This design comes from an exercise in tuning for small area on the open sky130 flow, not from production work.
Function was checked by simulation only, so behaviour that the tests miss may differ from the original.
Power and IR drop assume default switching activity.

**flow/config.mk**
```make
export PLATFORM = sky130hd
export DESIGN_NAME = completekeccak
export DESIGN_NICKNAME = completekeccak
export VERILOG_FILES = /design/flow/design.v
export SDC_FILE = /design/flow/constraint.sdc
export NUM_CORES = 4
export LEC_CHECK = 0
export CAP_MARGIN = 30
export CORE_MARGIN = 2
export CORE_UTILIZATION = 50
export CTS_BUF_LIST = sky130_fd_sc_hd__clkbuf_16
export CTS_CLUSTER_DIAMETER = 100
export CTS_CLUSTER_SIZE = 20
export PLACE_DENSITY = 0.6
export SLEW_MARGIN = 30
export SYNTH_HIERARCHICAL = 1
export SYNTH_MINIMUM_KEEP_SIZE = 0
```
**flow/constraint.sdc**
```tcl
create_clock -name core_clock -period 10.0 [get_ports {clk}]
set_input_delay 2.0000 -clock core_clock [delete_from_list [all_inputs] [get_ports {clk}]]
set_output_delay 2.0000 -clock core_clock [all_outputs]
set_load 0.01 [all_outputs]
```
**flow/design.v**
```verilog
module kx2(input [63:0] a, input [63:0] b, output [63:0] y);
  assign y = a ^ b;
endmodule
module kxn2(input [63:0] a, input [63:0] b, output [63:0] y);
  assign y = ~(a ^ b);
endmodule
module knor(input [63:0] a, input [63:0] b, output [63:0] y);
  assign y = ~(a | b);
endmodule
module knand(input [63:0] a, input [63:0] b, output [63:0] y);
  assign y = ~(a & b);
endmodule
module kandn1(input a, input b, output y);
  assign y = a | ~b;
endmodule
module kandn(input [63:0] a, input [63:0] b, output [63:0] y);
  kandn1 u [63:0] (.a(a), .b(b), .y(y));
endmodule
module kmux1(input s, input ns, input p, input q, output y);
  assign y = ~((s | p) & (ns | q));
endmodule
module kmux(input s, input ns, input [63:0] p, input [63:0] q, output [63:0] y);
  kmux1 u [63:0] (.s(s), .ns(ns), .p(p), .q(q), .y(y));
endmodule
module kp241(input a, input s0, input s24, input ld, input rot, input hold, output y);
  assign y = ~((~a & ld) | (s0 & rot) | (s24 & hold));
endmodule
module kp24(input [63:0] a, input [63:0] s0, input [63:0] s24, input ld, input rot, input hold,
            output [63:0] y);
  kp241 u [63:0] (.a(a), .s0(s0), .s24(s24), .ld(ld), .rot(rot), .hold(hold), .y(y));
endmodule
module completekeccak(a, b, clk, rst);
  input [63:0] a;
  output [63:0] b;
  input clk;
  input rst;
  function integer rhoff(input integer i);
    case (i)
      0: rhoff = 0;   1: rhoff = 1;   2: rhoff = 62;  3: rhoff = 28;  4: rhoff = 27;
      5: rhoff = 36;  6: rhoff = 44;  7: rhoff = 6;   8: rhoff = 55;  9: rhoff = 20;
      10: rhoff = 3;  11: rhoff = 10; 12: rhoff = 43; 13: rhoff = 25; 14: rhoff = 39;
      15: rhoff = 41; 16: rhoff = 45; 17: rhoff = 15; 18: rhoff = 21; 19: rhoff = 8;
      20: rhoff = 18; 21: rhoff = 2;  22: rhoff = 61; 23: rhoff = 56; default: rhoff = 14;
    endcase
  endfunction
  function integer pol(input integer p);
    pol = (p % 2 == 0) ? 1 : 0;
  endfunction
  function integer kap(input integer x);
    kap = pol(x) ^ pol(x+5) ^ pol(x+10) ^ pol(x+15) ^ pol(x+20);
  endfunction
  function integer bet(input integer x);
    bet = x % 2;
  endfunction
  function integer pidx(input integer l);
    pidx = (l / 5) + 5 * ((2 * (l % 5) + 3 * (l / 5)) % 5);
  endfunction
  reg [6:0] cnt;
  always @(posedge clk)
    if (rst) cnt <= 7'd1;
    else if (cnt != 7'd76) cnt <= cnt + 7'd1;
  wire ld   = cnt <= 7'd26;
  wire rnd  = cnt >= 7'd27 && cnt <= 7'd50;
  wire hold = cnt == 7'd76;
  wire rot  = cnt >= 7'd51 && cnt <= 7'd75;
  wire nrnd = ~rnd;
  reg [63:0] rc;
  always @* begin
    case (cnt)
      7'd27: rc = 64'h0000000000000001;  7'd28: rc = 64'h0000000000008082;
      7'd29: rc = 64'h800000000000808a;  7'd30: rc = 64'h8000000080008000;
      7'd31: rc = 64'h000000000000808b;  7'd32: rc = 64'h0000000080000001;
      7'd33: rc = 64'h8000000080008081;  7'd34: rc = 64'h8000000000008009;
      7'd35: rc = 64'h000000000000008a;  7'd36: rc = 64'h0000000000000088;
      7'd37: rc = 64'h0000000080008009;  7'd38: rc = 64'h000000008000000a;
      7'd39: rc = 64'h000000008000808b;  7'd40: rc = 64'h800000000000008b;
      7'd41: rc = 64'h8000000000008089;  7'd42: rc = 64'h8000000000008003;
      7'd43: rc = 64'h8000000000008002;  7'd44: rc = 64'h8000000000000080;
      7'd45: rc = 64'h000000000000800a;  7'd46: rc = 64'h800000008000000a;
      7'd47: rc = 64'h8000000080008081;  7'd48: rc = 64'h8000000000008080;
      7'd49: rc = 64'h0000000080000001;  7'd50: rc = 64'h8000000080008008;
      default: rc = 64'h0;
    endcase
  end
  reg  [1599:0] s;       
  wire [1599:0] nx;      
  always @(posedge clk) s <= nx;
  assign b = s[64*23 +: 64];
  wire [63:0] c01 [0:4], c23 [0:4], c03 [0:4], ch [0:4], dh [0:4];
  wire [1599:0] ap;      
  wire [1599:0] bb;      
  wire [1599:0] q;       
  wire [1599:0] pp;      
  genvar x, l;
  generate
    for (x = 0; x < 5; x = x + 1) begin : col
      kx2 u0 (.a(s[64*x +: 64]),      .b(s[64*(x+5) +: 64]),  .y(c01[x]));
      kx2 u1 (.a(s[64*(x+10) +: 64]), .b(s[64*(x+15) +: 64]), .y(c23[x]));
      kx2 u2 (.a(c01[x]),             .b(c23[x]),             .y(c03[x]));
      kx2 u3 (.a(c03[x]),             .b(s[64*(x+20) +: 64]), .y(ch[x]));
    end
    for (x = 0; x < 5; x = x + 1) begin : dcol
      kx2 u (.a(ch[(x+4)%5]), .b({ch[(x+1)%5][62:0], ch[(x+1)%5][63]}), .y(dh[x]));
    end
    for (l = 0; l < 25; l = l + 1) begin : lane
      if ((pol(l) ^ kap((l%5+4)%5) ^ kap((l%5+1)%5) ^ bet(pidx(l)%5)) == 1) begin : n
        kxn2 u (.a(s[64*l +: 64]), .b(dh[l%5]), .y(ap[64*l +: 64]));
      end else begin : p
        kx2 u (.a(s[64*l +: 64]), .b(dh[l%5]), .y(ap[64*l +: 64]));
      end
      if (rhoff(l) == 0) begin : r0
        assign bb[64*pidx(l) +: 64] = ap[64*l +: 64];
      end else begin : r
        assign bb[64*pidx(l) +: 64] = {ap[64*l +: 64-rhoff(l)], ap[64*l+64-rhoff(l) +: rhoff(l)]};
      end
    end
    for (l = 0; l < 25; l = l + 1) begin : chi
      localparam integer X = l % 5, Y = l / 5;
      localparam integer B1 = (X+1)%5 + 5*Y, B2 = (X+2)%5 + 5*Y;
      localparam integer P1 = bet((X+1)%5), P2 = bet((X+2)%5);
      localparam integer TINV = (P1 == 0 && P2 == 1) ? 0 : 1;
      wire [63:0] t, o;
      if (P1 == 0 && P2 == 1) begin : tn
        knor u (.a(bb[64*B1 +: 64]), .b(bb[64*B2 +: 64]), .y(t));
      end else if (P1 == 1 && P2 == 0) begin : ta
        knand u (.a(bb[64*B1 +: 64]), .b(bb[64*B2 +: 64]), .y(t));
      end else if (P1 == 0) begin : tb
        kandn u (.a(bb[64*B1 +: 64]), .b(bb[64*B2 +: 64]), .y(t));
      end else begin : tc
        kandn u (.a(bb[64*B2 +: 64]), .b(bb[64*B1 +: 64]), .y(t));
      end
      if ((bet(X) ^ TINV ^ pol(l) ^ 1) == 1) begin : n
        kxn2 u (.a(bb[64*l +: 64]), .b(t), .y(o));
      end else begin : p
        kx2 u (.a(bb[64*l +: 64]), .b(t), .y(o));
      end
      if (l == 0) begin : i
        assign q[64*l +: 64] = o ^ rc;
      end else begin : ni
        assign q[64*l +: 64] = o;
      end
    end
    for (l = 0; l < 24; l = l + 1) begin : sh
      assign pp[64*l +: 64] = s[64*(l+1) +: 64];
    end
  endgenerate
  kp24 u24 (.a(a), .s0(s[0 +: 64]), .s24(s[64*24 +: 64]), .ld(ld), .rot(rot), .hold(hold),
            .y(pp[64*24 +: 64]));
  kmux um [24:0] (.s(rnd), .ns(nrnd), .p(pp), .q(q), .y(nx));
endmodule
```
**flow/run.sh**
```bash
#!/bin/bash
# synth_recipe.tcl (not shown) runs the flow's synth.tcl, then flattens the netlist and writes it again
# the make line also repeats each setting of config.mk as NAME=value (left out here)
make -C /OpenROAD-flow-scripts/flow DESIGN_CONFIG=/design/flow/config.mk WORK_HOME=/design/flow/orfs CLKGATE_MAP_FILE= SYNTH_SCRIPT=/design/flow/synth_recipe.tcl finish
```
==> flow_summary_export.csv, run 1 <==
group,metric,value,unit
run_status,status,"finished clean",
clock_network,ctsResizeCount,0,
logic_synthesis,ys_ff_latch,1614,
sta,fmax,224,MHz
logic_synthesis,async_flop_share,0,%
critical_path,worst_ep_arrival_time,5.09,ns
power,power.leakage,42.1,nW
clock_network,clockBufferDepth,3,
sta,slew_viol_final,0,
logic_synthesis,synth_cells,9962,
logic_synthesis,syn_area_per_cell,9.39,sq um
sta,setup_ws,5.53,ns
cells_and_area,drive_gt1_share,7.34,%
sta,post-route-period-util,44.7,%
sta,finalHoldViolCount,0,
clock_network,clock-sinks,1614,
logic_synthesis,synth.most_common_cell,"xor2_1",
drt,wl_per_cell,45.3,um
min_path,hold_path.class,"register to register",
place,dp_hpwl,489000,um
power,p_switching,27.3,mW
power,power_density,425,nW/um^2
logic_synthesis,yosysTopAreaCell,"dfxtp_1",
floorplanning,dieWidth,437,um
critical_path,reg2reg_from,"cnt[1]",
critical_path,crit_type,"register to register",
power,ir_drop,0.303,mV
clock_network,cts_tree,"done",
clock_network,cts_buffers,92,
critical_path,critPathRequiredTime,10.62,ns
critical_path,critPathMaxFanout,204,
sta,tightest_slew,1.44,ns
sta,clock_skew,0.0344,ns
place,gp_congestion,1.25,
power,sequentialPowerShare,16.4,%
clock_network,root_buffer,"clkbuf_16",
min_path,hp-start,"s[578]",
power,internal-power,17.9,mW
global_routing,grt_max_degree,217,
drt,postRouteAntennaNets,0,
global_routing,grt_remaining_overflow,0,
logic_synthesis,ys_seq_area_share,34.5,%
drt,wl,584000,um
critical_path,cp-end-kind,"register",
floorplanning,core_area,186000,sq um
logic_synthesis,ys_types,43,
sta,fin_crit,4.47,ns
logic_synthesis,synth_edf_count,0,
drt,vias,85759,
sta,setup_viol,0,
floorplanning,rows,158,
logic_synthesis,postSynthNetCount,10037,
floorplanning,start_util,50.4,%
clock_network,clk_pin_slew,0.10,ns
clock_network,h-tree-depth,3,
critical_path,crit_chain,"ha_1 > nor3_1 > nor3_1 > a21oi_1 > nor2_4 > buf_12 > buf_12 > o22ai_1",
floorplanning,dieArea,191000,sq um
drt,vias_per_cell,6.64,
global_routing,antenna_found_initial,39,
drt,firstDrtPassIters,10,
place,place_ws,5.80,ns
critical_path,crit_slowest_cell,"nor2_4",
critical_path,worstSetupStartpoint,"cnt[1]",
cells_and_area,nFillCells,16617,
job,maxCapViolCount,0,
logic_synthesis,synth_top_area_share,34.5,%
global_routing,grt_pass1_wl,741000,um
power,pwr-share-clk,9.5,%
critical_path,slowest_delay,0.77,ns
logic_synthesis,syn_area,93500,sq um
logic_synthesis,synth_commonest_cells,"xor2_1 (3,649), dfxtp_1 (1,614), o22ai_1 (1,600), xnor2_1 (1,162), nand2_1 (656)",
cells_and_area,fin_nets,10439,
cells_and_area,utilization,57.2,%
drt,drc,0,
cells_and_area,syn2layout_area_growth,13.5,%
logic_synthesis,synth_warnings,7,
power,sw_frac_of_total,60.4,%
sta,fin_setup_tns,0,ns
logic_synthesis,synth_ff_type,"dfxtp_1",
power,pwr-share-comb,74.0,%
place,port_buffers,129,
clock_network,cts_setup_buffers,0,
logic_synthesis,synthTopCellsByArea,"dfxtp_1 (35%), xor2_1 (34%), xnor2_1 (11%), o22ai_1 (11%), nand2_1 (2.6%)",
floorplanning,ioPinCount,130,
clock_network,clk_latency,0.84,ns
power,power.total,45.1,mW
clock_network,hold_buffers,0,
drt,drtIter0Drc,15471,
sta,rsz0062_at_grt,"false",
floorplanning,die_h,437,um
global_routing,track_usage,58.9,%
critical_path,critPathLaunchType,"register",
sta,max_slew_margin,4.11,%
global_routing,grt_pass1_vias,77023,
## worst max-delay path: cells and delay by family (launching register included)
| kind | cells | cell delay [ns] |
|---|---|---|
| flops | 1 | 0.54 |
| fa+ha+maj | 1 | 0.43 |
| buf+inv | 2 | 1.25 |
| compound gates | 2 | 0.32 |
| simple gates | 3 | 1.03 |
## power by group through the flow
| stage | sequential [mW] | combinational (mW) | clock (mW) |
|---|---|---|---|
| 3_3_place_gp | 7.49 | 29.3 | 0 |
| 5_1_grt | 7.43 | 32.4 | 4.40 |
| 3_5_place_dp | 7.52 | 29.9 | 0 |
| 6_report | 7.42 | 33.4 | 4.31 |
| 2_1_floorplan | 7.29 | 15.7 | 0 |
| 4_1_cts | 7.37 | 30.1 | 4.19 |
## layer usage
metal | vias up | share of wire (%) | track usage (%)
met5 | - | 0.47 | 7.48
met4 | 48 | 13 | 59.8
met3 | 2112 | 18 | 39.2
met2 | 7390 | 36 | 74.7
met1 | 42037 | 33 | 62.2
li1 | 34172 | - | -
## final timing paths
kind	end	slack, ns	cells past startpoint
worst min register to register	s[514]	0.52	1
worst max register to register	s[1399]	5.53	8
worst max-delay path	s[1399]	5.53	8
worst min-delay path	s[514]	0.52	1
## per-module statistics from Yosys (local to each module, per instance), a selection
module          cells  flops+latches
kandn1              1              0
kmux1               1              0
knand              64              0
completekeccak   1834           1614
kxn2               64              0
kx2                64              0
## registers in the layout, summed over array words and instances, names as in the netlist, named ones only
name,count
cnt,7
s,1600
## cell usage in the layout, fill, tap and decap left out, drive strengths merged, types with 2 or more instances in the layout
master	Yosys	layout
clkinvlp	0	2
ha	9	9
o21ai	5	5
nor2	655	655
a222oi	64	64
nand3	6	6
buf	75	256
o31ai	3	3
dfxtp	1614	1614
o211ai	2	2
clkinv	0	5
nor3	6	6
bufinv	0	2
o22ai	1600	1600
clkdlybuf4s50	0	129
nand2b	329	329
nand4	3	3
nand2	656	656
and2	2	2
inv	75	78
or3	5	5
mux2i	2	2
diode	0	51
xor2	3650	3650
and3	3	3
a21oi	12	12
clkbuf	3	98
o221ai	6	6
nand3b	2	2
xnor2	1163	1163
## logic make-up after synthesis
| group | synth area share (%) |
|---|---|
| xor gates and xnor gates | 45.1 |
| AOI/OAI and AO/OA | 11.7 |
| and+or+nand+nor | 7.67 |
| DFF | 34.5 |
| buffers and inverters | 0.907 |
| adders and majority gates | 0.120 |
| muxes | 0.0214 |
## metrics by stage
step | std cells | hold slack, ns | instance area [sq um]
after CTS | 12854 | 0.516 | 105000
after global routing | 12864 | 0.540 | 106000
after global placement | 12744 | 0.505 | 101000
final | 12910 | 0.521 | 106000
after floorplan | 9962 | 0.495 | 93600
after detailed placement | 12745 | 0.511 | 102000
## layout make-up
class | instances | area, sq um | share of cell area (%)
multi-input cells | 8195 | 64400 | 60.6
flip-flops and latches | 1614 | 32300 | 30.4
repair buffers | 386 | 3450 | 3.25
well taps | 2480 | 3100 | 2.92
clock buffers | 97 | 2430 | 2.29
inverters | 75 | 284 | 0.267
diodes | 51 | 128 | 0.120
clock inverters | 12 | 120 | 0.113
==> run 2, diff against run 1 <==
--- a/flow/config.mk
+++ b/flow/config.mk
@@ -7,11 +7,11 @@
 export LEC_CHECK = 0
 export CAP_MARGIN = 30
 export CORE_MARGIN = 2
-export CORE_UTILIZATION = 50
+export CORE_UTILIZATION = 40
 export CTS_BUF_LIST = sky130_fd_sc_hd__clkbuf_16
 export CTS_CLUSTER_DIAMETER = 100
 export CTS_CLUSTER_SIZE = 20
-export PLACE_DENSITY = 0.6
+export PLACE_DENSITY = 0.5
 export SLEW_MARGIN = 30
 export SYNTH_HIERARCHICAL = 1
 export SYNTH_MINIMUM_KEEP_SIZE = 0
==> flow_summary_export.csv, run 2 <==
group,metric,value,unit
run_status,status,"finished clean",
logic_synthesis,ys_seq_area_share,34.5,%
global_routing,antenna_found_initial,52,
logic_synthesis,synth_commonest_cells,"xor2_1 (3,649), dfxtp_1 (1,614), o22ai_1 (1,600), xnor2_1 (1,162), nand2_1 (656)",
critical_path,critPathTopFamily,"flip-flops",
cells_and_area,drive_gt1_share,8.95,%
drt,postRouteAntennaNets,0,
cells_and_area,largestRegisters,"s: 1600 flops, cnt: 7 flops",
sta,fin_setup_tns,0,ns
power,ir_drop,0.189,mV
logic_synthesis,synthXorXnorAreaFrac,45.1,%
logic_synthesis,synth_cells,9962,
floorplanning,core_area,233000,sq um
power,power_density,431,nW/um^2
drt,vias_per_cell,6.19,
floorplanning,start_util,40.2,%
drt,wl,632000,um
floorplanning,dieArea,238000,sq um
sta,rsz0062_at_grt,"false",
critical_path,reg2reg_slack,5.62,ns
critical_path,cp.buffers_inverters,1,
min_path,hold_path.class,"register to register",
critical_path,cp-end-kind,"output pin",
sta,setup_viol,0,
logic_synthesis,ys_types,43,
logic_synthesis,yosysTopAreaCell,"dfxtp_1",
global_routing,grt_pass1_wl,790000,um
place,gp_congestion,1.19,
clock_network,clockBufferDepth,3,
floorplanning,ioPinCount,130,
logic_synthesis,synth_top_area_share,34.5,%
sta,fin_crit,4.44,ns
global_routing,grt_remaining_overflow,0,
logic_synthesis,async_flop_share,0,%
clock_network,root_buffer,"clkbuf_16",
cells_and_area,largest_reg_flops,1600,
clock_network,clock-sinks,1614,
logic_synthesis,synthTopCellsByArea,"dfxtp_1 (35%), xor2_1 (34%), xnor2_1 (11%), o22ai_1 (11%), nand2_1 (2.6%)",
drt,drc,0,
global_routing,grt_pass1_vias,76330,
logic_synthesis,synth-simple-area-share,7.67,%
logic_synthesis,synth_compound_area_share,11.7,%
drt,drtIter0Drc,13994,
clock_network,cts_buffers,103,
cells_and_area,fin_nets,10498,
drt,wl_per_cell,46.6,um
drt,firstDrtPassIters,9,
logic_synthesis,syn_area_per_cell,9.39,sq um
floorplanning,die_h,488,um
clock_network,ctsResizeCount,0,
critical_path,reg2reg_from,"s[232]",
logic_synthesis,postSynthNetCount,10037,
sta,finalHoldViolCount,0,
logic_synthesis,synth_ff_type,"dfxtp_1",
global_routing,grt_max_degree,199,
cells_and_area,final_cell_mix,"xor2_1 (3,253), dfxtp_1 (1,614), o22ai_1 (1,600)",
floorplanning,dieWidth,488,um
clock_network,clk_pin_slew,0.10,ns
clock_network,clk_latency,0.86,ns
logic_synthesis,syn_area,93500,sq um
critical_path,worstSetupStartpoint,"s[1504]",
place,port_buffers,129,
cells_and_area,syn2layout_area_growth,16.1,%
critical_path,crit_type,"register to output pin",
critical_path,critPathMaxFanout,4,
clock_network,cts_tree,"done",
cells_and_area,final_common_cell,"xor2_1",
sta,slew_viol_final,0,
min_path,hp-start,"s[824]",
logic_synthesis,ys_ff_latch,1614,
logic_synthesis,synth.most_common_cell,"xor2_1",
clock_network,hold_buffers,0,
critical_path,crit_slowest_cell,"dfxtp_1",
cells_and_area,regMostFlops,"s",
drt,vias,84025,
clock_network,h-tree-depth,3,
critical_path,slowest_delay,0.93,ns
critical_path,critPathRequiredTime,8.00,ns
power,power.leakage,42.8,nW
place,place_ws,5.69,ns
sta,max_slew_margin,10.0,%
critical_path,critPathLaunchType,"register",
sta,setup_ws,5.56,ns
global_routing,track_usage,51.5,%
critical_path,worst_ep_arrival_time,2.44,ns
job,maxCapViolCount,0,
sta,clock_skew,0.0577,ns
clock_network,cts_setup_buffers,0,
sta,post-route-period-util,44.4,%
logic_synthesis,synth_edf_count,0,
cells_and_area,nFillCells,22472,
logic_synthesis,synth_top_family_by_area,"XOR/XNOR gates",
logic_synthesis,synth_warnings,7,
logic_synthesis,synth_fa_ha_area_share,0.120,%
sta,tightest_slew,1.35,ns
floorplanning,rows,177,
logic_synthesis,muxShareOfSynthArea,0.0214,%
critical_path,crit_chain,"clkdlybuf4s50_1",
sta,fmax,225,MHz
place,dp_hpwl,542000,um
[run 2: modules after synthesis (local to each module, per instance), excerpt]
module / cells inside / cell area [sq um] / flip-flops and latches / times used
kxn2: 64 / 561 / 0 / 18
kp241: 2 / 13.8 / 0 / 64
knand: 64 / 240 / 0 / 10
kx2: 64 / 561 / 0 / 57
completekeccak: 1834 / 33800 / 1614 / 1
kmux1: 1 / 6.26 / 0 / 1600
knor: 64 / 240 / 0 / 10
kandn1: 1 / 6.26 / 0 / 320
[run 2: final cells by class]
| type | instances | area [sq um] | area share [%] |
|---|---|---|---|
| Clock buffer | 107 | 2680 | 2.47 |
| Tap cell | 3043 | 3810 | 3.51 |
| Timing Repair Buffer | 434 | 3780 | 3.48 |
| Inverter | 75 | 284 | 0.262 |
| Clock inverter | 50 | 493 | 0.454 |
| Multi-Input combinational cell | 8195 | 65100 | 60.0 |
| Sequential cell | 1614 | 32300 | 29.8 |
| Antenna cell | 48 | 120 | 0.111 |
[run 2: worst paths after layout]
path	end	cells after the start
hold / removal	s[760]	1
hold reg to reg	s[760]	1
setup / recovery	b[32]	1
setup reg to reg	s[1219]	8
[run 2: metrics by stage]
| stage | utilization, % | total power [mW] | hold WS (ns) | std cells | area [sq um] |
|---|---|---|---|---|---|
| detailed placement | 44.9 | 39.5 | 0.515 | 13361 | 104000 |
| global placement | 44.0 | 38.9 | 0.508 | 13360 | 102000 |
| floorplan | - | 22.9 | 0.495 | 9962 | 93600 |
| finish | 46.7 | 46.8 | 0.510 | 13566 | 109000 |
| CTS | 46.3 | 44.4 | 0.516 | 13518 | 108000 |
| global route | 46.6 | 46.3 | 0.519 | 13519 | 108000 |
[run 2: logic make-up (layout without fill, tap and decap cells)]
logic type,count (synthesis),after routing
mux,2,2
compound gates,1701,1701
buf+inv,153,666
fa+ha+maj,9,9
flops,1614,1614
other cells,0,48
xor+xnor,4813,4813
simple gates,1670,1670
[run 2: report_power, final]
group          internal, mW  switching (mW)  leakage [nW]  total, mW
clock                  2.08            2.76          1.55       4.84
combinational          9.55            25.0          27.6       34.5
sequential             6.79           0.632          13.6       7.43
total                  18.4            28.4          42.8       46.8
[run 2: metal layers]
metal / vias up / share of wire, % / global-route usage (%)
li1: 34294 / - / -
met1: 42168 / 36 / 60.0
met2: 6111 / 38 / 67.6
met3: 1434 / 14 / 23.8
met4: 18 / 12 / 51.1
met5: - / 0.019 / 0
==> run 3, diff against run 2 <==
==> flow/flow/run.sh (new file) <==
#!/bin/bash
set -euo pipefail
bash standard.sh 'BUFFER_PORTS_ARGS=-buffer_cell sky130_fd_sc_hd__buf_1' finish > flow_make.log 2>&1
==> flow/standard.sh (new file) <==
#!/bin/bash
# synth_recipe.tcl (not shown) runs the flow's synth.tcl, then flattens the netlist and writes it again
# the make line also repeats each setting of config.mk as NAME=value (left out here)
make -C /OpenROAD-flow-scripts/flow DESIGN_CONFIG=/design/flow/config.mk WORK_HOME=/design/flow/orfs CLKGATE_MAP_FILE= SYNTH_SCRIPT=/design/flow/synth_recipe.tcl "${@:-finish}"
--- a/flow/config.mk
+++ b/flow/config.mk
@@ -7,11 +7,11 @@
 export LEC_CHECK = 0
 export CAP_MARGIN = 30
 export CORE_MARGIN = 2
-export CORE_UTILIZATION = 40
+export CORE_UTILIZATION = 57
 export CTS_BUF_LIST = sky130_fd_sc_hd__clkbuf_16
 export CTS_CLUSTER_DIAMETER = 100
 export CTS_CLUSTER_SIZE = 20
-export PLACE_DENSITY = 0.5
+export PLACE_DENSITY = 0.67
 export SLEW_MARGIN = 30
 export SYNTH_HIERARCHICAL = 1
 export SYNTH_MINIMUM_KEEP_SIZE = 0
removed: flow/run.sh
==> flow_summary_export.csv, run 3 <==
group,metric,value,unit
run_status,status,"finished clean",
critical_path,cp-end-kind,"register",
min_path,min_path_cells,1,
cells_and_area,nFillCells,14021,
clock_network,cts_tree,"done",
critical_path,worst_ep_arrival_time,5.11,ns
critical_path,crit_type,"register to register",
power,sequentialPowerShare,16.6,%
critical_path,reg2reg_slack,5.53,ns
sta,fin_crit,4.47,ns
clock_network,root_buffer,"clkbuf_16",
critical_path,critPathRequiredTime,10.64,ns
min_path,hp-start,"s[1388]",
critical_path,r2r_cells,8,
sta,max_slew_margin,8.65,%
power,pwr-share-comb,74.2,%
clock_network,ctsResizeCount,0,
global_routing,grt_pass1_vias,77761,
sta,rsz0062_at_grt,"false",
global_routing,antenna_found_initial,25,
place,placed_cells,12440,
sta,setup_viol,0,
logic_synthesis,syn_area_per_cell,9.39,sq um
logic_synthesis,ys_ff_latch,1614,
power,p_switching,27.1,mW
logic_synthesis,synth_edf_count,0,
global_routing,grt_remaining_overflow,0,
power,internal-power,17.6,mW
cells_and_area,drive_gt1_share,6.68,%
critical_path,critPathLaunchType,"register",
clock_network,h-tree-depth,3,
power,ir_drop,0.226,mV
logic_synthesis,synth_ff_type,"dfxtp_1",
sta,clock_skew,0.0366,ns
floorplanning,core_area,163000,sq um
floorplanning,ioPinCount,130,
clock_network,cts_buffers,90,
global_routing,track_usage,64.5,%
job,maxCapViolCount,0,
logic_synthesis,postSynthNetCount,10037,
cells_and_area,largestRegisters,"s: 1600 flops, cnt: 7 flops",
floorplanning,dieArea,167000,sq um
clock_network,clk_pin_slew,0.10,ns
sta,post-route-period-util,44.7,%
clock_network,clock-sinks,1614,
place,port_buffers,129,
logic_synthesis,yosysTopAreaCell,"dfxtp_1",
clock_network,hold_buffers,0,
cells_and_area,final_cell_mix,"xor2_1 (3,379), dfxtp_1 (1,614), o22ai_1 (1,600)",
drt,wl,564000,um
sta,slew_viol_final,0,
sta,hold_slack,0.527,ns
sta,tightest_slew,1.37,ns
drt,drtIter0Drc,18603,
sta,fin_setup_tns,0,ns
global_routing,grt_max_degree,220,
cells_and_area,fin_nets,10435,
logic_synthesis,synth_commonest_cells,"xor2_1 (3,649), dfxtp_1 (1,614), o22ai_1 (1,600), xnor2_1 (1,162), nand2_1 (656)",
logic_synthesis,ys_seq_area_share,34.5,%
global_routing,grt_pass1_wl,722000,um
min_path,hold_path_end,"s[1324]",
sta,fmax,224,MHz
clock_network,clk_latency,0.81,ns
clock_network,clockBufferDepth,3,
power,pwr-share-clk,9.2,%
place,gp_congestion,1.31,
logic_synthesis,async_flop_share,0,%
clock_network,cts_setup_buffers,0,
power,sw_frac_of_total,60.6,%
drt,vias,87605,
logic_synthesis,syn_area,93500,sq um
floorplanning,start_util,57.4,%
min_path,hold_path.class,"register to register",
critical_path,critPathMaxFanout,5,
critical_path,r2r-end,"s[1031]",
power,power.leakage,41.5,nW
drt,firstDrtPassIters,33,
sta,finalHoldViolCount,0,
drt,drc,0,
floorplanning,die_h,409,um
power,power_density,430,nW/um^2
cells_and_area,regMostFlops,"s",
cells_and_area,fin_cells,12565,
critical_path,reg2reg_from,"s[508]",
logic_synthesis,synth_top_area_share,34.5,%
place,dp_hpwl,471000,um
cells_and_area,syn2layout_area_growth,11.1,%
drt,postRouteAntennaNets,0,
drt,vias_per_cell,6.97,
cells_and_area,largest_reg_flops,1600,
logic_synthesis,synthTopCellsByArea,"dfxtp_1 (35%), xor2_1 (34%), xnor2_1 (11%), o22ai_1 (11%), nand2_1 (2.6%)",
logic_synthesis,ys_types,43,
floorplanning,dieWidth,409,um
drt,wl_per_cell,44.9,um
logic_synthesis,synth_cells,9962,
logic_synthesis,synth.most_common_cell,"xor2_1",
floorplanning,rows,148,
cells_and_area,final_common_cell,"xor2_1",
logic_synthesis,synth_warnings,7,
## run 3: cell counts after synthesis
Identical to the previous run, type by type.
## run 3: worst max path at each step
stage / start / to / slack [ns]
final: s[508] / s[1031] / 5.53
after global routing: cnt[0] / s[184] / 5.44
after CTS: cnt[0] / s[1489] / 5.75
after detailed placement: cnt[0] / s[1489] / 5.77
after global placement: cnt[0] / s[144] / 5.89
after floorplan: cnt[0] / s[0] / -8.47
## run 3: modules after synthesis, one instance, submodules excluded, a selection
module	area, sq um	times used
kp241	13.8	64
kxn2	561	18
knand	240	10
kandn1	6.26	320
kx2	561	57
knor	240	10
kmux1	6.26	1600
completekeccak	33800	1
## run 3: worst max-delay path, stage by stage, from the launching register on
cell	delay [ns]
dfxtp_1	0.63
xor2_1	0.21
xor2_1	0.20
xor2_1	0.59
xor2_1	0.70
xor2_1	0.82
nor2_1	0.12
xnor2_1	0.84
o22ai_1	0.19
## run 3: logic make-up (layout without fill, tap and decap cells)
kind of cell | count (synthesis) | count (layout) | synth area share (%)
AND/OR/NAND/NOR | 1670 | 1670 | 7.67
adder cells (fa/ha/maj) | 9 | 9 | 0.120
flip-flops | 1614 | 1614 | 34.5
other | 0 | 27 | 0
buffers and inverters | 153 | 554 | 0.907
XOR/XNOR | 4813 | 4813 | 45.1
AO/OA/AOI/OAI | 1701 | 1701 | 11.7
multiplexers | 2 | 2 | 0.0214
## run 3: metrics by stage
step | instance area (sq um) | total power [mW] | utilization, % | worst slack, ns
2_1_floorplan | 93600 | 22.9 | - | -8.47
3_3_place_gp | 99000 | 36.3 | 60.8 | 5.89
3_5_place_dp | 100000 | 36.8 | 61.6 | 5.77
4_1_cts | 103000 | 40.8 | 63.0 | 5.75
6_report | 104000 | 44.7 | 63.8 | 5.53
5_1_grt | 104000 | 43.3 | 63.7 | 5.44
## run 3: final cells by class
cell class	instances	area [sq um]	share of cell area (%)
clock inverters	4	35.0	0.0337
multi-input cells	8195	63600	61.2
flip-flops and latches	1614	32300	31.1
inverters	75	283	0.272
well taps	2175	2720	2.62
clock buffers	91	2280	2.19
diodes	27	67.6	0.0650
repair buffers	384	2580	2.48
## run 3: routing by layer
layer	track usage, %	vias up	wire (um)
met3	44.6	2797	107000
met2	81.7	8601	200000
met5	11.2	-	3250
li1	-	34180	-
met1	66.2	41977	174000
met4	67.4	50	79400
## run 3: power by group through the flow
stage | combinational [mW] | sequential, mW | clock (mW)
floorplan | 15.7 | 7.29 | 0
global placement | 28.8 | 7.49 | 0
detailed placement | 29.3 | 7.51 | 0
CTS | 29.5 | 7.36 | 3.95
global route | 31.7 | 7.42 | 4.16
finish | 33.1 | 7.42 | 4.09
==> run 4, diff against run 3 <==
--- a/flow/config.mk
+++ b/flow/config.mk
@@ -7,11 +7,11 @@
 export LEC_CHECK = 0
 export CAP_MARGIN = 30
 export CORE_MARGIN = 2
-export CORE_UTILIZATION = 57
+export CORE_UTILIZATION = 50
 export CTS_BUF_LIST = sky130_fd_sc_hd__clkbuf_16
 export CTS_CLUSTER_DIAMETER = 100
 export CTS_CLUSTER_SIZE = 20
-export PLACE_DENSITY = 0.67
+export PLACE_DENSITY = 0.6
 export SLEW_MARGIN = 30
 export SYNTH_HIERARCHICAL = 1
 export SYNTH_MINIMUM_KEEP_SIZE = 0
==> flow_summary_export.csv, run 4 <==
group,metric,value,unit
critical_path,r2r-end,"s[1197]",
drt,firstDrtPassIters,9,
power,pwr-share-comb,74.3,%
drt,drtIter0Drc,15048,
floorplanning,start_util,50.4,%
cells_and_area,regMostFlops,"s",
critical_path,worst_ep_arrival_time,5.04,ns
logic_synthesis,syn_area_per_cell,9.39,sq um
drt,drc,0,
critical_path,critPathMaxFanout,5,
floorplanning,core_area,186000,sq um
global_routing,grt_max_degree,204,
critical_path,critPathTopFamily,"XOR/XNOR gates",
power,internal-power,17.7,mW
global_routing,grt_pass1_wl,735000,um
global_routing,antenna_found_initial,39,
critical_path,worstSetupStartpoint,"s[850]",
sta,tightest_slew,1.40,ns
critical_path,cp_num_cells,8,
place,gp_congestion,1.25,
sta,fin_crit,4.39,ns
power,power.leakage,41.6,nW
place,placed_cell_area,101000,sq um
cells_and_area,fin_nets,10448,
logic_synthesis,synth.most_common_cell,"xor2_1",
power,pwr-share-clk,9.3,%
critical_path,crit_type,"register to register",
cells_and_area,largestRegisters,"s: 1600 flops, cnt: 7 flops",
global_routing,grt_remaining_overflow,0,
clock_network,clk_latency,0.83,ns
sta,post-route-period-util,43.9,%
global_routing,track_usage,58.8,%
logic_synthesis,ys_types,43,
drt,wl_per_cell,45.3,um
clock_network,hold_buffers,0,
sta,rsz0062_at_grt,"false",
place,placed_cells,12757,
critical_path,critical_path.most_common_cell,"xor2_1",
cells_and_area,final_common_cell,"xor2_1",
drt,vias,84676,
logic_synthesis,async_flop_share,0,%
power,sequentialPowerShare,16.4,%
floorplanning,dieWidth,437,um
sta,max_slew_margin,5.92,%
floorplanning,ioPinCount,130,
cells_and_area,fin_cells,12908,
power,ir_drop,0.272,mV
logic_synthesis,syn_area,93500,sq um
power,power_density,432,nW/um^2
floorplanning,dieArea,191000,sq um
logic_synthesis,synth_edf_count,0,
global_routing,grt_pass1_vias,76227,
critical_path,reg2reg_slack,5.61,ns
clock_network,h-tree-depth,3,
cells_and_area,design_area,105000,sq um
critical_path,crit_chain,"xor2_1 > xor2_1 > xor2_1 > xor2_1 > xor2_1 > nand2b_1 > xor2_1 > o22ai_1",
cells_and_area,syn2layout_area_growth,12.0,%
drt,vias_per_cell,6.56,
logic_synthesis,synth_top_area_share,34.5,%
logic_synthesis,synth_commonest_cells,"xor2_1 (3,649), dfxtp_1 (1,614), o22ai_1 (1,600), xnor2_1 (1,162), nand2_1 (656)",
clock_network,ctsResizeCount,0,
logic_synthesis,synth_ff_type,"dfxtp_1",
power,p_switching,27.5,mW
logic_synthesis,synth_cells,9962,
run_status,status,"finished clean",
logic_synthesis,ys_seq_area_share,34.5,%
clock_network,cts_setup_buffers,0,
clock_network,clk_pin_slew,0.09,ns
place,dp_hpwl,495000,um
power,sw_frac_of_total,60.8,%
clock_network,clock-sinks,1614,
critical_path,cp.buffers_inverters,0,
critical_path,reg2reg_from,"s[850]",
place,port_buffers,129,
cells_and_area,largest_reg_flops,1600,
min_path,hold_path.class,"register to register",
sta,slew_viol_final,0,
logic_synthesis,yosysTopAreaCell,"dfxtp_1",
sta,setup_viol,0,
logic_synthesis,postSynthNetCount,10037,
critical_path,crit_end,"s[1197]",
logic_synthesis,synthTopCellsByArea,"dfxtp_1 (35%), xor2_1 (34%), xnor2_1 (11%), o22ai_1 (11%), nand2_1 (2.6%)",
floorplanning,die_h,437,um
sta,fin_setup_tns,0,ns
clock_network,cts_buffers,92,
critical_path,r2r_cells,8,
cells_and_area,final_cell_mix,"xor2_1 (3,370), dfxtp_1 (1,614), o22ai_1 (1,600)",
critical_path,slowest_delay,1.00,ns
sta,fmax,228,MHz
job,maxCapViolCount,0,
cells_and_area,nFillCells,16759,
drt,postRouteAntennaNets,0,
drt,wl,585000,um
clock_network,clockBufferDepth,3,
sta,finalHoldViolCount,0,
sta,clock_skew,0.0452,ns
clock_network,root_buffer,"clkbuf_16",
cells_and_area,drive_gt1_share,6.85,%
critical_path,critPathLaunchType,"register",
critical_path,cp-end-kind,"register",
clock_network,cts_tree,"done",
critical_path,crit_slowest_cell,"xor2_1",
floorplanning,rows,158,
logic_synthesis,synth_warnings,7,
min_path,hp-start,"s[1154]",
critical_path,critPathRequiredTime,10.65,ns
logic_synthesis,ys_ff_latch,1614,
==> run 4: metal layers <==
layer,global-route usage [%],part of all wire [%]
met1,62.5,33
met5,0.781,0.31
met3,36.6,17
met2,75.8,37
met4,61.1,13
==> run 4: logic make-up (layout without fill, tap and decap cells) <==
family	after synthesis	after routing	synth area share, %
XOR/XNOR	4813	4813	45.1
AO/OA/AOI/OAI	1701	1701	11.7
AND/OR/NAND/NOR	1670	1670	7.67
flip-flops	1614	1614	34.5
buffers and inverters	153	575	0.907
adder cells (fa/ha/maj)	9	9	0.120
multiplexers	2	2	0.0214
other	0	44	0
==> run 4: worst min path at each step <==
| stage | endpoint | slack, ns | depth (start not counted) |
|---|---|---|---|
| after floorplan | s[576] | 0.49 | 1 |
| after global placement | s[579] | 0.50 | 1 |
| after detailed placement | s[534] | 0.51 | 1 |
| after CTS | s[1075] | 0.51 | 1 |
| after global routing | s[478] | 0.54 | 1 |
| final | s[1090] | 0.52 | 1 |
==> run 4: power by group through the flow <==
stage	Combinational, mW	Clock, mW	Sequential, mW
6_report	33.6	4.19	7.41
5_1_grt	32.5	4.30	7.42
4_1_cts	30.6	4.09	7.36
3_5_place_dp	30.4	0	7.51
3_3_place_gp	29.8	0	7.49
2_1_floorplan	15.7	0	7.29
==> run 4: Yosys stat by module (local to each module, per instance), excerpt <==
module	copies in the design	cells inside
knand	10	64
completekeccak	1	1834
kx2	57	64
kp241	64	2
kandn1	320	1
knor	10	64
kxn2	18	64
kmux1	1600	1
==> run 4: final cells by class <==
type / count / area [sq um] / area share, %
clock buffer: 95 / 2380 / 2.27
clock inverter: 10 / 72.6 / 0.0693
timing repair buffer: 395 / 2680 / 2.55
sequential: 1614 / 32300 / 30.8
tap: 2480 / 3100 / 2.96
multi-input combinational: 8195 / 63800 / 60.9
inverter: 75 / 284 / 0.271
antenna: 44 / 110 / 0.105
==> run 4: stage by stage <==
| step | setup slack (ns) | power (mW) | hold WS (ns) | utilization [%] |
|---|---|---|---|---|
| 4_1_cts | 5.86 | 42.1 | 0.514 | 55.9 |
| 3_3_place_gp | 5.93 | 37.3 | 0.505 | 53.8 |
| 2_1_floorplan | -8.47 | 22.9 | 0.495 | - |
| 6_report | 5.61 | 45.2 | 0.519 | 56.4 |
| 3_5_place_dp | 5.86 | 37.9 | 0.512 | 54.6 |
| 5_1_grt | 5.81 | 44.3 | 0.539 | 56.4 |
==> run 5, diff against run 4 <==
==> flow/config.mk (replaced) <==
export PLATFORM = sky130hd
export DESIGN_NAME = completekeccak
export DESIGN_NICKNAME = completekeccak
export VERILOG_FILES = /design/flow/design.v
export SDC_FILE = /design/flow/constraint.sdc
export NUM_CORES = 4
export LEC_CHECK = 0
export CAP_MARGIN = 28
export CORE_MARGIN = 2
export CORE_UTILIZATION = 68
export CTS_BUF_LIST = sky130_fd_sc_hd__clkbuf_16
export CTS_CLUSTER_DIAMETER = 100
export CTS_CLUSTER_SIZE = 20
export PLACE_DENSITY = 0.78
export SLEW_MARGIN = 28
export SYNTH_HIERARCHICAL = 1
export SYNTH_MINIMUM_KEEP_SIZE = 0
==> flow_summary_export.csv, run 5 <==
group,metric,value,unit
logic_synthesis,syn_area_per_cell,9.39,sq um
global_routing,grt_pass1_vias,91235,
place,placed_cell_area,98300,sq um
logic_synthesis,ys_ff_latch,1614,
logic_synthesis,synth_compound_area_share,11.7,%
place,dp_hpwl,423000,um
run_status,status,"did not finish",
clock_network,clock-sinks,1614,
logic_synthesis,muxShareOfSynthArea,0.0214,%
logic_synthesis,postSynthNetCount,10037,
run_status,haltStage,"global routing",
logic_synthesis,synth-simple-area-share,7.67,%
logic_synthesis,synth_warnings,7,
logic_synthesis,synth_commonest_cells,"xor2_1 (3,649), dfxtp_1 (1,614), o22ai_1 (1,600), xnor2_1 (1,162), nand2_1 (656)",
place,placed_cells,12009,
run_status,error,"[ERROR GRT-0116] Global routing finished with congestion. Check the congestion regions in the DRC Viewer.",
floorplanning,die_h,375,um
global_routing,grt_pass1_wl,820000,um
floorplanning,rows,136,
logic_synthesis,synthTopCellsByArea,"dfxtp_1 (35%), xor2_1 (34%), xnor2_1 (11%), o22ai_1 (11%), nand2_1 (2.6%)",
logic_synthesis,syn_area,93500,sq um
place,gp_congestion,1.44,
logic_synthesis,async_flop_share,0,%
floorplanning,ioPinCount,130,
logic_synthesis,synth.most_common_cell,"xor2_1",
place,port_buffers,129,
place,place_ws,5.95,ns
clock_network,clockBufferDepth,3,
clock_network,cts_setup_buffers,0,
logic_synthesis,synthXorXnorAreaFrac,45.1,%
logic_synthesis,ys_seq_area_share,34.5,%
logic_synthesis,synth_cells,9962,
logic_synthesis,yosysTopAreaCell,"dfxtp_1",
logic_synthesis,synth_ff_type,"dfxtp_1",
clock_network,root_buffer,"clkbuf_16",
global_routing,grt_max_degree,221,
logic_synthesis,ys_types,43,
global_routing,track_usage,80.4,%
clock_network,h-tree-depth,3,
clock_network,ctsResizeCount,0,
floorplanning,start_util,68.3,%
logic_synthesis,synth_edf_count,0,
global_routing,grt_remaining_overflow,1296,
floorplanning,dieWidth,375,um
logic_synthesis,synth_top_area_share,34.5,%
logic_synthesis,synth_top_family_by_area,"XOR/XNOR gates",
clock_network,hold_buffers,0,
clock_network,cts_buffers,90,
logic_synthesis,synth_fa_ha_area_share,0.120,%
-- run 5: cell counts after synthesis --
Identical to the previous run, type by type.
-- run 5: power groups by stage --
| stage | combinational [mW] | clock [mW] | sequential, mW |
|---|---|---|---|
| CTS | 27.6 | 3.92 | 7.34 |
| detailed placement | 27.3 | 0 | 7.49 |
| global placement | 26.7 | 0 | 7.47 |
| floorplan | 15.7 | 0 | 7.29 |
-- run 5: kinds of logic after synthesis --
| group | after synthesis |
|---|---|
| flops | 1614 |
| xor+xnor | 4813 |
| mux | 2 |
| buf+inv | 153 |
| fa+ha+maj | 9 |
| compound gates | 1701 |
| simple gates | 1670 |
-- run 5: routing by layer --
layer  global-route usage [%]  GRT overflow
met4                     70.4           513
met5                     38.5             3
met3                     69.2            14
met1                     84.1            12
met2                     93.4           754
-- run 5: how the worst min path moves through the flow --
stage                     endpoint  depth (start not counted)  slack (ns)
after floorplan             s[576]                          1        0.49
after global placement     s[1332]                          1        0.50
after detailed placement    s[671]                          1        0.51
after CTS                   s[671]                          1        0.52
-- run 5: per-module statistics from Yosys, one instance, submodules excluded, a selection --
module	flip-flops and latches	copies in the design
knor	0	10
kmux1	0	1600
kxn2	0	18
kandn1	0	320
completekeccak	1614	1
kp241	0	64
knand	0	10
kx2	0	57
==> run 6, diff against run 5 <==
--- a/flow/design.v
+++ b/flow/design.v
@@ -64,24 +64,71 @@
   wire hold = cnt == 7'd76;
   wire rot  = cnt >= 7'd51 && cnt <= 7'd75;
   wire nrnd = ~rnd;
-  reg [63:0] rc;
-  always @* begin
-    case (cnt)
-      7'd27: rc = 64'h0000000000000001;  7'd28: rc = 64'h0000000000008082;
-      7'd29: rc = 64'h800000000000808a;  7'd30: rc = 64'h8000000080008000;
-      7'd31: rc = 64'h000000000000808b;  7'd32: rc = 64'h0000000080000001;
-      7'd33: rc = 64'h8000000080008081;  7'd34: rc = 64'h8000000000008009;
-      7'd35: rc = 64'h000000000000008a;  7'd36: rc = 64'h0000000000000088;
-      7'd37: rc = 64'h0000000080008009;  7'd38: rc = 64'h000000008000000a;
-      7'd39: rc = 64'h000000008000808b;  7'd40: rc = 64'h800000000000008b;
-      7'd41: rc = 64'h8000000000008089;  7'd42: rc = 64'h8000000000008003;
-      7'd43: rc = 64'h8000000000008002;  7'd44: rc = 64'h8000000000000080;
-      7'd45: rc = 64'h000000000000800a;  7'd46: rc = 64'h800000008000000a;
-      7'd47: rc = 64'h8000000080008081;  7'd48: rc = 64'h8000000000008080;
-      7'd49: rc = 64'h0000000080000001;  7'd50: rc = 64'h8000000080008008;
-      default: rc = 64'h0;
-    endcase
-  end
+  wire [63:0] rc;
+  assign rc[0] = (cnt == 7'd27) | (cnt == 7'd31) | (cnt == 7'd32) | (cnt == 7'd33) | (cnt == 7'd34) | (cnt == 7'd37) | (cnt == 7'd39) | (cnt == 7'd40) | (cnt == 7'd41) | (cnt == 7'd42) | (cnt == 7'd47) | (cnt == 7'd49);
+  assign rc[1] = (cnt == 7'd28) | (cnt == 7'd29) | (cnt == 7'd31) | (cnt == 7'd35) | (cnt == 7'd38) | (cnt == 7'd39) | (cnt == 7'd40) | (cnt == 7'd42) | (cnt == 7'd43) | (cnt == 7'd45) | (cnt == 7'd46);
+  assign rc[2] = 1'b0;
+  assign rc[3] = (cnt == 7'd29) | (cnt == 7'd31) | (cnt == 7'd34) | (cnt == 7'd35) | (cnt == 7'd36) | (cnt == 7'd37) | (cnt == 7'd38) | (cnt == 7'd39) | (cnt == 7'd40) | (cnt == 7'd41) | (cnt == 7'd45) | (cnt == 7'd46) | (cnt == 7'd50);
+  assign rc[4] = 1'b0;
+  assign rc[5] = 1'b0;
+  assign rc[6] = 1'b0;
+  assign rc[7] = (cnt == 7'd28) | (cnt == 7'd29) | (cnt == 7'd31) | (cnt == 7'd33) | (cnt == 7'd35) | (cnt == 7'd36) | (cnt == 7'd39) | (cnt == 7'd40) | (cnt == 7'd41) | (cnt == 7'd44) | (cnt == 7'd47) | (cnt == 7'd48);
+  assign rc[8] = 1'b0;
+  assign rc[9] = 1'b0;
+  assign rc[10] = 1'b0;
+  assign rc[11] = 1'b0;
+  assign rc[12] = 1'b0;
+  assign rc[13] = 1'b0;
+  assign rc[14] = 1'b0;
+  assign rc[15] = (cnt == 7'd28) | (cnt == 7'd29) | (cnt == 7'd30) | (cnt == 7'd31) | (cnt == 7'd33) | (cnt == 7'd34) | (cnt == 7'd37) | (cnt == 7'd39) | (cnt == 7'd41) | (cnt == 7'd42) | (cnt == 7'd43) | (cnt == 7'd45) | (cnt == 7'd47) | (cnt == 7'd48) | (cnt == 7'd50);
+  assign rc[16] = 1'b0;
+  assign rc[17] = 1'b0;
+  assign rc[18] = 1'b0;
+  assign rc[19] = 1'b0;
+  assign rc[20] = 1'b0;
+  assign rc[21] = 1'b0;
+  assign rc[22] = 1'b0;
+  assign rc[23] = 1'b0;
+  assign rc[24] = 1'b0;
+  assign rc[25] = 1'b0;
+  assign rc[26] = 1'b0;
+  assign rc[27] = 1'b0;
+  assign rc[28] = 1'b0;
+  assign rc[29] = 1'b0;
+  assign rc[30] = 1'b0;
+  assign rc[31] = (cnt == 7'd30) | (cnt == 7'd32) | (cnt == 7'd33) | (cnt == 7'd37) | (cnt == 7'd38) | (cnt == 7'd39) | (cnt == 7'd46) | (cnt == 7'd47) | (cnt == 7'd49) | (cnt == 7'd50);
+  assign rc[32] = 1'b0;
+  assign rc[33] = 1'b0;
+  assign rc[34] = 1'b0;
+  assign rc[35] = 1'b0;
+  assign rc[36] = 1'b0;
+  assign rc[37] = 1'b0;
+  assign rc[38] = 1'b0;
+  assign rc[39] = 1'b0;
+  assign rc[40] = 1'b0;
+  assign rc[41] = 1'b0;
+  assign rc[42] = 1'b0;
+  assign rc[43] = 1'b0;
+  assign rc[44] = 1'b0;
+  assign rc[45] = 1'b0;
+  assign rc[46] = 1'b0;
+  assign rc[47] = 1'b0;
+  assign rc[48] = 1'b0;
+  assign rc[49] = 1'b0;
+  assign rc[50] = 1'b0;
+  assign rc[51] = 1'b0;
+  assign rc[52] = 1'b0;
+  assign rc[53] = 1'b0;
+  assign rc[54] = 1'b0;
+  assign rc[55] = 1'b0;
+  assign rc[56] = 1'b0;
+  assign rc[57] = 1'b0;
+  assign rc[58] = 1'b0;
+  assign rc[59] = 1'b0;
+  assign rc[60] = 1'b0;
+  assign rc[61] = 1'b0;
+  assign rc[62] = 1'b0;
+  assign rc[63] = (cnt == 7'd29) | (cnt == 7'd30) | (cnt == 7'd33) | (cnt == 7'd34) | (cnt == 7'd40) | (cnt == 7'd41) | (cnt == 7'd42) | (cnt == 7'd43) | (cnt == 7'd44) | (cnt == 7'd46) | (cnt == 7'd47) | (cnt == 7'd48) | (cnt == 7'd50);
   reg  [1599:0] s;       
   wire [1599:0] nx;      
   always @(posedge clk) s <= nx;
==> flow/config.mk (replaced) <==
export PLATFORM = sky130hd
export DESIGN_NAME = completekeccak
export DESIGN_NICKNAME = completekeccak
export VERILOG_FILES = /design/flow/design.v
export SDC_FILE = /design/flow/constraint.sdc
export NUM_CORES = 4
export LEC_CHECK = 0
export CAP_MARGIN = 30
export CORE_MARGIN = 2
export CORE_UTILIZATION = 50
export CTS_BUF_LIST = sky130_fd_sc_hd__clkbuf_16
export CTS_CLUSTER_DIAMETER = 100
export CTS_CLUSTER_SIZE = 20
export PLACE_DENSITY = 0.6
export SLEW_MARGIN = 30
export SYNTH_HIERARCHICAL = 1
export SYNTH_MINIMUM_KEEP_SIZE = 0
==> flow_summary_export.csv, run 6 <==
group,metric,value,unit
sta,tightest_slew,1.26,ns
sta,setup_ws,5.63,ns
logic_synthesis,synth_fa_ha_area_share,0.0537,%
logic_synthesis,synth_edf_count,0,
floorplanning,start_util,50.3,%
logic_synthesis,synth_top_area_share,34.5,%
drt,vias_per_cell,6.61,
cells_and_area,drive_gt1_share,7.57,%
logic_synthesis,synthTopCellsByArea,"dfxtp_1 (35%), xor2_1 (34%), xnor2_1 (11%), o22ai_1 (11%), nand2_1 (2.6%)",
floorplanning,core_area,185000,sq um
global_routing,grt_remaining_overflow,0,
job,maxCapViolCount,0,
power,power.leakage,41.7,nW
global_routing,antenna_found_initial,41,
sta,clock_skew,0.0374,ns
place,dp_hpwl,498000,um
cells_and_area,regMostFlops,"s",
logic_synthesis,ys_seq_area_share,34.5,%
critical_path,crit_type,"register to register",
critical_path,worst_ep_arrival_time,5.02,ns
drt,vias,85399,
critical_path,cp-end-kind,"register",
logic_synthesis,synth.most_common_cell,"xor2_1",
place,placed_cells,12757,
sta,fin_crit,4.37,ns
clock_network,ctsResizeCount,0,
logic_synthesis,synth_top_family_by_area,"XOR/XNOR gates",
logic_synthesis,syn_area,93200,sq um
cells_and_area,fin_cells,12910,
cells_and_area,largestRegisters,"s: 1600 flops, cnt: 7 flops",
power,ir_drop,0.190,mV
global_routing,grt_pass1_wl,747000,um
critical_path,critPathMaxFanout,5,
sta,finalHoldViolCount,0,
place,place_ws,6.07,ns
clock_network,clock-sinks,1607,
sta,fin_setup_tns,0,ns
sta,hold_slack,0.529,ns
clock_network,cts_buffers,91,
logic_synthesis,synth_commonest_cells,"xor2_1 (3,652), dfxtp_1 (1,607), o22ai_1 (1,604), xnor2_1 (1,160)",
critical_path,critPathRequiredTime,10.65,ns
floorplanning,dieWidth,436,um
clock_network,clk_latency,0.83,ns
global_routing,grt_pass1_vias,76186,
logic_synthesis,synth_warnings,7,
cells_and_area,syn2layout_area_growth,12.6,%
logic_synthesis,ys_ff_latch,1607,
logic_synthesis,synth_cells,9926,
floorplanning,rows,158,
place,port_buffers,129,
floorplanning,dieArea,190000,sq um
sta,setup_viol,0,
logic_synthesis,ys_types,44,
floorplanning,ioPinCount,130,
logic_synthesis,yosysTopAreaCell,"dfxtp_1",
logic_synthesis,synth_ff_type,"dfxtp_1",
clock_network,cts_tree,"done",
sta,slew_viol_final,0,
global_routing,grt_max_degree,198,
drt,drc,0,
power,power_density,430,nW/um^2
min_path,hold_path.class,"register to register",
drt,wl_per_cell,45.6,um
power,power.total,45.1,mW
sta,fmax,229,MHz
sta,max_slew_margin,15.5,%
drt,wl,589000,um
cells_and_area,final_cell_mix,"xor2_1 (3,342), dfxtp_1 (1,607), o22ai_1 (1,604)",
logic_synthesis,synthXorXnorAreaFrac,45.2,%
clock_network,clk_pin_slew,0.10,ns
clock_network,cts_setup_buffers,0,
clock_network,hold_buffers,0,
drt,drtIter0Drc,15072,
global_routing,track_usage,59.6,%
logic_synthesis,muxShareOfSynthArea,0,%
cells_and_area,largest_reg_flops,1600,
clock_network,h-tree-depth,3,
sta,rsz0062_at_grt,"false",
clock_network,root_buffer,"clkbuf_16",
logic_synthesis,synth-simple-area-share,7.62,%
cells_and_area,final_common_cell,"xor2_1",
place,gp_congestion,1.24,
drt,postRouteAntennaNets,0,
logic_synthesis,postSynthNetCount,9996,
cells_and_area,fin_nets,10442,
logic_synthesis,async_flop_share,0,%
cells_and_area,nFillCells,17105,
drt,firstDrtPassIters,10,
clock_network,clockBufferDepth,3,
sta,post-route-period-util,43.7,%
logic_synthesis,synth_compound_area_share,11.7,%
logic_synthesis,syn_area_per_cell,9.39,sq um
floorplanning,die_h,436,um
run_status,status,"finished clean",
critical_path,critPathLaunchType,"register",
-- run 6: cell count changes after synthesis, sizes merged, moves of 4 or more --
| cell | change |
|---|---|
| dfxtp | -7 |
| ha | -5 |
| inv | -4 |
| nand2b | -5 |
| nand3 | -4 |
| o221ai | -6 |
| o22ai | +5 |
| or3 | -4 |
-- run 6: worst paths after layout --
| path | from | to | slack, ns | cells past startpoint |
|---|---|---|---|---|
| max | s[1224] | s[1004] | 5.63 | 8 |
| min reg2reg | s[443] | s[379] | 0.53 | 1 |
| max reg2reg | s[1224] | s[1004] | 5.63 | 8 |
| min | s[443] | s[379] | 0.53 | 1 |
-- run 6: logic make-up after synthesis --
kind of cell               count (synthesis)
xor gates and xnor gates                4812
AOI/OAI and AO/OA                       1704
adders and majority gates                  4
buffers and inverters                    146
and+or+nand+nor                         1653
DFF                                     1607
-- run 6: per-stage QoR --
stage,utilization [%],cell area [sq um]
6_report,56.6,105000
5_1_grt,56.6,105000
4_1_cts,56.1,104000
3_5_place_dp,54.7,102000
3_3_place_gp,53.9,99900
2_1_floorplan,-,93200
-- run 6: area by class of cell --
| class | count | area [sq um] | area share [%] |
|---|---|---|---|
| multi-input combinational | 8173 | 63900 | 60.8 |
| clock inverter | 9 | 136 | 0.130 |
| antenna | 49 | 123 | 0.117 |
| tap | 2480 | 3100 | 2.96 |
| clock buffer | 93 | 2330 | 2.22 |
| inverter | 71 | 268 | 0.255 |
| timing repair buffer | 428 | 2980 | 2.84 |
| sequential | 1607 | 32200 | 30.6 |
-- run 6: routing by layer --
layer | up-vias | GRT usage [%] | share of wire [%]
met5 | - | 5.17 | 0.29
met4 | 26 | 61.5 | 13
met3 | 2072 | 38.6 | 18
met2 | 7413 | 75.4 | 36
met1 | 41725 | 63.6 | 33
li1 | 34163 | - | -
-- run 6: Yosys stat by module (local to each module, per instance), excerpt --
module	area (sq um)	times used	flops+latches
completekeccak	33500	1	1607
kp241	13.8	64	0
kmux1	6.26	1600	0
kx2	561	57	0
kandn1	6.26	320	0
kxn2	561	18	0
knor	240	10	0
knand	240	10	0
-- run 6: report_power, final --
| part | switching, mW | leakage (nW) | internal [mW] |
|---|---|---|---|
| Clock | 2.52 | 1.21 | 1.74 |
| Sequential | 0.635 | 13.6 | 6.77 |
| Combinational | 24.2 | 26.9 | 9.32 |
| Total | 27.3 | 41.7 | 17.8 |
-- run 6: worst max-delay path: stages (launching register included) --
cell	delay (ns)
dfxtp_1	0.66
xor2_1	0.23
xor2_1	0.18
xor2_1	0.56
xor2_1	0.82
xor2_1	0.93
nand2_1	0.19
xor2_1	0.43
o22ai_1	0.18
==> run 7, diff against run 6 <==
--- a/flow/config.mk
+++ b/flow/config.mk
@@ -7,11 +7,11 @@
 export LEC_CHECK = 0
 export CAP_MARGIN = 30
 export CORE_MARGIN = 2
-export CORE_UTILIZATION = 50
+export CORE_UTILIZATION = 54
 export CTS_BUF_LIST = sky130_fd_sc_hd__clkbuf_16
 export CTS_CLUSTER_DIAMETER = 100
 export CTS_CLUSTER_SIZE = 20
-export PLACE_DENSITY = 0.6
+export PLACE_DENSITY = 0.64
 export SLEW_MARGIN = 30
 export SYNTH_HIERARCHICAL = 1
 export SYNTH_MINIMUM_KEEP_SIZE = 0
==> flow_summary_export.csv, run 7 <==
group,metric,value,unit
run_status,status,"finished clean",
clock_network,cts_setup_buffers,0,
sta,setup_viol,0,
logic_synthesis,yosysTopAreaCell,"dfxtp_1",
floorplanning,dieArea,176000,sq um
cells_and_area,seqCellArea,32200,sq um
logic_synthesis,syn_area,93200,sq um
drt,firstDrtPassIters,10,
cells_and_area,final_cell_mix,"xor2_1 (3,374), dfxtp_1 (1,607), o22ai_1 (1,604)",
drt,vias_per_cell,6.73,
sta,fin_crit,4.58,ns
sta,slew_viol_final,0,
floorplanning,dieWidth,420,um
sta,fin_setup_tns,0,ns
critical_path,crit_slowest_cell,"buf_12",
min_path,hold_path.class,"register to register",
logic_synthesis,ys_ff_latch,1607,
power,pwr-share-comb,74.0,%
logic_synthesis,synth_warnings,7,
drt,drc,0,
power,pwr-share-clk,9.4,%
min_path,min_path_cells,1,
power,power_density,427,nW/um^2
global_routing,grt_pass1_vias,76649,
drt,drtIter0Drc,16332,
sta,finalHoldViolCount,0,
power,ir_drop,0.214,mV
place,gp_congestion,1.29,
cells_and_area,fin_nets,10414,
logic_synthesis,async_flop_share,0,%
clock_network,clk_pin_slew,0.09,ns
critical_path,cp-end-kind,"register",
clock_network,hold_buffers,0,
job,maxCapViolCount,0,
logic_synthesis,ys_seq_area_share,34.5,%
cells_and_area,design_area,104000,sq um
logic_synthesis,synth_commonest_cells,"xor2_1 (3,652), dfxtp_1 (1,607), o22ai_1 (1,604), xnor2_1 (1,160)",
floorplanning,core_area,172000,sq um
clock_network,ctsResizeCount,0,
critical_path,crit_type,"register to register",
sta,clock_skew,0.0508,ns
critical_path,slowest_delay,0.65,ns
power,internal-power,17.6,mW
clock_network,cts_tree,"done",
floorplanning,start_util,54.3,%
cells_and_area,utilization,60.7,%
critical_path,worstSetupStartpoint,"cnt[1]",
place,dp_hpwl,475000,um
sta,rsz0062_at_grt,"false",
power,p_switching,26.8,mW
cells_and_area,syn2layout_area_growth,11.6,%
place,port_buffers,129,
logic_synthesis,ys_types,44,
place,placed_cell_area,101000,sq um
sta,tightest_slew,1.35,ns
cells_and_area,drive_gt1_share,6.97,%
floorplanning,die_h,420,um
logic_synthesis,synth_cells,9926,
critical_path,critPathTopFamily,"buffers and inverters",
floorplanning,ioPinCount,130,
logic_synthesis,synthTopCellsByArea,"dfxtp_1 (35%), xor2_1 (34%), xnor2_1 (11%), o22ai_1 (11%), nand2_1 (2.6%)",
global_routing,track_usage,61.8,%
critical_path,worst_ep_arrival_time,5.22,ns
sta,max_slew_margin,9.82,%
drt,postRouteAntennaNets,0,
logic_synthesis,synth_top_area_share,34.5,%
floorplanning,rows,152,
critical_path,critical_path.most_common_cell,"buf_12",
global_routing,grt_remaining_overflow,0,
drt,wl,563000,um
cells_and_area,nFillCells,15057,
power,sequentialPowerShare,16.6,%
sta,fmax,218,MHz
drt,wl_per_cell,44.3,um
critical_path,critPathRequiredTime,10.64,ns
critical_path,cp.buffers_inverters,3,
logic_synthesis,postSynthNetCount,9996,
logic_synthesis,synth_edf_count,0,
cells_and_area,final_common_cell,"xor2_1",
min_path,hp-start,"s[811]",
cells_and_area,largest_reg_flops,1600,
logic_synthesis,syn_area_per_cell,9.39,sq um
sta,post-route-period-util,45.8,%
critical_path,crit_chain,"ha_1 > nor3_1 > nor3_1 > a21oi_1 > or2_4 > buf_12 > buf_12 > buf_12 > o22ai_1",
clock_network,clk_latency,0.82,ns
clock_network,clockBufferDepth,3,
logic_synthesis,synth.most_common_cell,"xor2_1",
power,sw_frac_of_total,60.3,%
cells_and_area,regMostFlops,"s",
global_routing,grt_max_degree,232,
power,power.total,44.5,mW
global_routing,antenna_found_initial,33,
clock_network,root_buffer,"clkbuf_16",
critical_path,critPathLaunchType,"register",
cells_and_area,largestRegisters,"s: 1600 flops, cnt: 7 flops",
power,power.leakage,41.5,nW
clock_network,cts_buffers,90,
critical_path,critPathMaxFanout,182,
clock_network,h-tree-depth,3,
logic_synthesis,synth_ff_type,"dfxtp_1",
clock_network,clock-sinks,1607,
critical_path,cp_num_cells,9,
critical_path,reg2reg_from,"cnt[1]",
drt,vias,85553,
cells_and_area,multi_input_area,63500,sq um
global_routing,grt_pass1_wl,717000,um
critical_path,r2r_cells,9,
==> run 7: changes by cell type in the layout (fill, tap and decap cells not counted), sizes merged <==
cell / previous run / this run
buf: 428 / 400
bufinv: 3 / 0
clkbuf: 93 / 96
diode: 49 / 42
inv: 74 / 72
==> run 7: per-module statistics from Yosys, one instance, submodules excluded, a selection <==
module	copies in the design	cells	flops+latches
completekeccak	1	1798	1607
kandn1	320	1	0
kmux1	1600	1	0
knand	10	64	0
knor	10	64	0
kp241	64	2	0
kx2	57	64	0
kxn2	18	64	0
==> run 7: metrics by stage <==
step	hold WS, ns	worst slack (ns)	std cells
finish	0.516	5.42	12703
global route	0.538	5.32	12662
CTS	0.523	5.72	12657
detailed placement	0.512	5.72	12558
global placement	0.505	5.82	12556
floorplan	0.495	-8.75	9926
==> run 7: power groups by stage <==
stage                     combinational, mW  sequential (mW)  clock, mW
after global placement                 28.9             7.46          0
final                                  32.9             7.39       4.17
after CTS                              29.7             7.33       4.05
after floorplan                        15.6             7.26          0
after global routing                   31.7             7.38       4.27
after detailed placement               29.5             7.48          0
==> run 7: worst paths after layout <==
check | to | slack, ns
max reg2reg | s[1432] | 5.42
min reg2reg | s[747] | 0.52
min | s[747] | 0.52
max | s[1432] | 5.42
==> run 7: layout make-up <==
type | count | area share [%]
diodes | 42 | 0.101
clock buffers | 95 | 2.28
clock inverters | 4 | 0.0252
inverters | 71 | 0.257
multi-input cells | 8173 | 61.0
flip-flops and latches | 1607 | 30.9
well taps | 2310 | 2.78
repair buffers | 401 | 2.63
==> run 7: metal layers <==
| layer | up-vias | wire, um | global-route usage [%] |
|---|---|---|---|
| met5 | - | 3090 | 11.7 |
| met2 | 7499 | 201000 | 77.9 |
| li1 | 34126 | - | - |
| met4 | 44 | 74600 | 64.1 |
| met1 | 41622 | 180000 | 63.6 |
| met3 | 2262 | 105000 | 42.9 |
==> run 7: cells by family after synthesis <==
| group | count (synthesis) | share of synthesized area (%) |
|---|---|---|
| xor+xnor | 4812 | 45.2 |
| compound gates | 1704 | 11.7 |
| simple gates | 1653 | 7.62 |
| flops | 1607 | 34.5 |
| buf+inv | 146 | 0.874 |
| fa+ha+maj | 4 | 0.0537 |

port drivers added, routing unchanged:
Ports are ideal in the flow. The routed layouts listed here were re-timed in OpenROAD.
Step 1 (the two cells are an assumption about what drives the block):
set clk [get_ports {clk}]
set_driving_cell -lib_cell sky130_fd_sc_hd__clkbuf_16 $clk
set_driving_cell -lib_cell sky130_fd_sc_hd__buf_2 [delete_from_list [all_inputs] $clk]
Step 2 also shifts input and output timing later by t, the mid clock arrival at the registers, as if the neighbouring blocks saw the same clock.
a / b / c = ideal ports / drivers / drivers and shift; a / b = the first two.
run | t, ns | slack for setup (ns) | latest minus earliest clock arrival (ns)
run 1 | 0.926 | 5.531 / 5.531 / 5.531 | 0.036 / 0.037
run 2 | 0.926 | 5.558 / 5.459 / 5.623 | 0.058 / 0.059
run 3 | 0.892 | 5.529 / 5.529 / 5.529 | 0.036 / 0.036
run 4 | 0.913 | 5.607 / 5.607 / 5.607 | 0.046 / 0.046
run 6 | 0.917 | 5.632 / 5.632 / 5.632 | 0.038 / 0.037
run 7 | 0.903 | 5.417 / 5.417 / 5.417 | 0.052 / 0.053
After both steps every run listed still meets setup and hold.
